From an optimization exercise on the open Yosys and OpenROAD flow, aimed at small area and a short achievable clock period; shortcuts taken in it are not production practice.
Function was checked by simulation only, so behaviour that the tests miss may differ from the original.
Power figures rest on the tool's default switching activity, not on a simulated workload.

// top_32bit
module top_32bit(
    input               clk,
    input               we,
    input               reset,
    input      [31:0]   data,
    input      [1:0]    p_sel,
    input      [31:0]   P0,
    input      [31:0]   P1,
    output     [31:0]   P0_out,
    output     [31:0]   P1_out,
    output     [31:0]   data_out
  );
  localparam [2:0] OP_ADD = 3'd0, OP_SUB = 3'd1, OP_MUL = 3'd2, OP_AND = 3'd3,
                   OP_OR  = 3'd4, OP_XOR = 3'd5, OP_LT  = 3'd6;
  reg  [4:0]  a1;
  reg         first;
  always @(posedge clk or posedge reset)
    if (reset) a1 <= 5'd0;
    else       a1 <= first ? 5'd0 : a1 + 5'd1;
  always @(posedge clk)
    first <= reset;
  wire [3:0] d_op = data[31:28];
  wire [2:0] d_rs = data[27:25];
  wire [2:0] d_rA = data[24:22];
  wire [2:0] d_rB = data[21:19];
  reg  [2:0] e_op, e_A, e_B;
  always @* begin
    e_A = d_rA;
    e_B = d_rB;
    case (d_op)
      4'b0000: e_op = OP_ADD;
      4'b0001: e_op = OP_SUB;
      4'b0010: e_op = OP_MUL;
      4'b0011: e_op = OP_AND;
      4'b0100: e_op = OP_OR;
      4'b0101: e_op = OP_XOR;
      4'b0110: begin e_op = OP_LT; e_A = d_rB; e_B = d_rA; end
      4'b0111: e_op = OP_LT;
  ...
Settings: LEC_CHECK=0, CAP_MARGIN=20, CORE_MARGIN=2, CORE_UTILIZATION=60, SLEW_MARGIN=20, SYNTH_HIERARCHICAL=1; clock period 12.0 ns.
standard.sh (not shown) runs the stock make flow with config.mk's settings and CLKGATE_MAP_FILE= SYNTH_SCRIPT=/design/flow/synth_recipe.tcl, a recipe that flattens the netlist after the stock synthesis.
==> flow/flow/run.sh <==
#!/bin/bash
# The standard layout (the standard.sh, standard synthesis included) with:
#  - a clock tree of smaller buffers, larger sink clusters and no dummy loads;
#  - port buffers of buf_2 cells.
# make's own output goes to layout_make.log; each ORFS step logs under orfs/logs.
set -euo pipefail
bash standard.sh SETUP_SLACK_MARGIN=7.0 \
  'CTS_ARGS=-sink_clustering_enable -repair_clock_nets -dont_use_dummy_load -buf_list {sky130_fd_sc_hd__clkbuf_4 sky130_fd_sc_hd__clkbuf_8} -sink_clustering_size 16' \
  'BUFFER_PORTS_ARGS=-buffer_cell sky130_fd_sc_hd__buf_2' \
  finish > layout_make.log 2>&1
The baseline finished with timing, DRC and antenna clean.
==> next run, changes <==
--- a/flow/flow/run.sh
+++ b/flow/flow/run.sh
@@ -5,5 +5,5 @@
 # make's own output goes to layout_make.log; each ORFS step logs under orfs/logs.
 set -euo pipefail
-bash standard.sh SETUP_SLACK_MARGIN=7.0 \
+bash standard.sh SETUP_SLACK_MARGIN=6.5 \
   'CTS_ARGS=-sink_clustering_enable -repair_clock_nets -dont_use_dummy_load -buf_list {sky130_fd_sc_hd__clkbuf_4 sky130_fd_sc_hd__clkbuf_8} -sink_clustering_size 16' \
   'BUFFER_PORTS_ARGS=-buffer_cell sky130_fd_sc_hd__buf_2' \
ABC_AREA = 1   (was not set)
After rerunning: Hold slack gets worse by 0.022 ns. Combinational power shrinks by a quarter to a third. Setup slack is worse by 0.019 ns. Register-to-register slack gains 0.18 ns. Count of clock-buffer cells in the layout grows by 4. Clock skew came out higher by 0.012 ns. Total power shrinks by about a fifth. Flip-flop and latch count stays the same.
==> next run, changes <==
==> flow/flow/run.sh (replaced) <==
#!/bin/bash
set -euo pipefail
bash standard.sh SETUP_SLACK_MARGIN=7.5 finish > layout_make.log 2>&1
ABC_AREA = not set   (was 1)
Power increases by 37%.
Via count decreases by 17%.
Final area increases by 1.5%.
Synthesized area decreases by 8.9%.
Routed wire length increases by 4.9%.
Sequential power increases by 6.9%.
Core utilization increases by 8.1 points.
Setup slack gets worse by 0.27 ns.
==> next run, changes <==
==> flow/flow/run.sh (replaced) <==
#!/bin/bash
# The standard layout (the standard.sh, standard synthesis included) with:
#  - a clock tree of smaller buffers, larger sink clusters and no dummy loads;
#  - port buffers of buf_2 cells.
# make's own output goes to layout_make.log; each ORFS step logs under orfs/logs.
set -euo pipefail
bash standard.sh SETUP_SLACK_MARGIN=6.5 \
  'CTS_ARGS=-sink_clustering_enable -repair_clock_nets -dont_use_dummy_load -buf_list {sky130_fd_sc_hd__clkbuf_4 sky130_fd_sc_hd__clkbuf_8} -sink_clustering_size 16' \
  'BUFFER_PORTS_ARGS=-buffer_cell sky130_fd_sc_hd__buf_2' \
  finish > layout_make.log 2>&1
CORE_UTILIZATION = 65   (was 60)
After rerunning:
- wire length shrinks by 9.0%
- sequential power barely changes
- final area shrinks by 8.3%
- clock skew grows by 0.037 ns
- power shrinks by 13%
- die area shrinks by 7.6%
- non-clock buffer count shrinks by 130
==> next run, changes <==
CORE_UTILIZATION = 70   (was 65)
This time the run reached the layout checks and failed them: max-capacitance violations, max-slew violations.
Count of clock-buffer cells in the layout goes down by 14.
Total power goes up by 2.8%.
Sequential power stays flat.
Worst setup slack gets worse by 0.57 ns.
Clock power goes down by about 3%.
Via count goes up by 7.3%.
Synthesized cell count stays the same.
Sequential cell count is unchanged.
Area after synthesis stays the same.
Clock skew goes up by 0.067 ns.
Wire length goes up by 14%.

* * *

Starting RTL as in the previous note.
export LEC_CHECK = 0
export CAP_MARGIN = 20
export CORE_MARGIN = 2
export CORE_UTILIZATION = 60
export SLEW_MARGIN = 20
export SYNTH_HIERARCHICAL = 1
create_clock -name core_clock -period 12.0 [get_ports {clk}]
==> flow/flow/run.sh <==
#!/bin/bash
# The standard layout (the standard.sh, standard synthesis included) with:
#  - a clock tree of smaller buffers, larger sink clusters and no dummy loads;
#  - port buffers of buf_2 cells.
# make's own output goes to layout_make.log; each ORFS step logs under orfs/logs.
set -euo pipefail
bash standard.sh SETUP_SLACK_MARGIN=6.0 \
  'CTS_ARGS=-sink_clustering_enable -repair_clock_nets -dont_use_dummy_load -buf_list {sky130_fd_sc_hd__clkbuf_4 sky130_fd_sc_hd__clkbuf_8} -sink_clustering_size 16' \
  'BUFFER_PORTS_ARGS=-buffer_cell sky130_fd_sc_hd__buf_2' \
  finish > layout_make.log 2>&1
Then changed:
--- a/flow/flow/run.sh
+++ b/flow/flow/run.sh
@@ -5,5 +5,5 @@
 # make's own output goes to layout_make.log; each ORFS step logs under orfs/logs.
 set -euo pipefail
-bash standard.sh SETUP_SLACK_MARGIN=6.0 \
+bash standard.sh SETUP_SLACK_MARGIN=6.5 \
   'CTS_ARGS=-sink_clustering_enable -repair_clock_nets -dont_use_dummy_load -buf_list {sky130_fd_sc_hd__clkbuf_4 sky130_fd_sc_hd__clkbuf_8} -sink_clustering_size 16' \
   'BUFFER_PORTS_ARGS=-buffer_cell sky130_fd_sc_hd__buf_2' \
Effect: The changed run ran to the end with no violations. Utilization came out higher by 3.5 points. Worst setup slack is better by 0.39 ns. Sequential power is about the same. Hold slack barely changes. Cell area came out higher by a few percent. Power came out higher by a few percent.
Then changed:
--- a/flow/flow/run.sh
+++ b/flow/flow/run.sh
@@ -6,5 +6,5 @@
 set -euo pipefail
 bash standard.sh SETUP_SLACK_MARGIN=6.5 \
-  'CTS_ARGS=-sink_clustering_enable -repair_clock_nets -dont_use_dummy_load -buf_list {sky130_fd_sc_hd__clkbuf_4 sky130_fd_sc_hd__clkbuf_8} -sink_clustering_size 16' \
+  'CTS_ARGS=-sink_clustering_enable -repair_clock_nets -dont_use_dummy_load -buf_list {sky130_fd_sc_hd__clkbuf_4} -root_buf sky130_fd_sc_hd__clkbuf_16 -sink_clustering_size 12' \
   'BUFFER_PORTS_ARGS=-buffer_cell sky130_fd_sc_hd__buf_2' \
   finish > layout_make.log 2>&1
=> Setup slack degrades by 0.044 ns; total power decreases by 2.8%; synthesized cell count does not change; die area stays the same; wire length went up by 0.37%; cell count came out higher by 0.80%; first-iteration DRC count increases by 1.3%; global-route usage rose by 0.86 points.
Then changed:
==> flow/flow/run.sh (replaced) <==
#!/bin/bash
set -euo pipefail
bash standard.sh SETUP_SLACK_MARGIN=6.5 finish > layout_make.log 2>&1
Core utilization goes up by 4.7 points.
Routed wire length goes up by 3.9%.
Setup slack got worse by 0.019 ns.
Via count goes up by 1.1%.
Count of clock-buffer cells in the layout goes down by 84.
Die area is unchanged.
Fmax goes down by 0.34%.
Sequential cell count stays the same.
Clock skew goes down by 0.11 ns.
Combinational power goes up by 10%.

separate check: timing with driven ports:
How much do the figures lean on ideal ports? The routed layouts below were timed once more, with nothing changed but the port constraints. Step 1 assumes that a clkbuf_16 drives the clock port and a buf_2 every other input. Step 2 moves the port delays by t, midway between the first and last clock arrival at a register: inputs arrive t later, outputs are due t later. That takes back most of the time a late clock gives input paths. Three values: ideal ports, drivers, drivers and shift; two values: the first two.
| run | t, ns | slack for setup (ns) | clock arrival spread, ns | slew at the worst register clock pin (ns) |
|---|---|---|---|---|
| the first run of note 1 | 0.839 | 6.384 / 6.316 / 5.623 | 0.109 / 0.109 | 0.07 / 0.07 |
| the second run of note 1 | 0.845 | 6.365 / 6.304 / 5.541 | 0.132 / 0.132 | 0.06 / 0.06 |
| the third run of note 1 | 0.716 | 6.097 / 6.131 / 5.415 | 0.064 / 0.064 | 0.07 / 0.07 |
| the fourth run of note 1 | 0.825 | 6.312 / 6.247 / 5.422 | 0.109 / 0.110 | 0.07 / 0.07 |
| the fifth run of note 1 | 0.803 | 5.740 / 5.743 / 4.940 | 0.168 / 0.169 | 0.08 / 0.08 |
| the first run of note 2 | 0.818 | 6.020 / 6.032 / 5.248 | 0.105 / 0.104 | 0.06 / 0.06 |
| the second run of note 2 | 0.814 | 6.413 / 6.351 / 5.624 | 0.101 / 0.101 | 0.07 / 0.07 |
| the third run of note 2 | 0.771 | 6.370 / 6.373 / 5.608 | 0.165 / 0.165 | 0.07 / 0.07 |
| the fourth run of note 2 | 0.716 | 6.351 / 6.329 / 5.652 | 0.066 / 0.066 | 0.07 / 0.07 |
For the fourth run of note 1, which loses most, drivers alone change the setup slack by -0.065 ns; drivers and shift together by -0.890 ns.
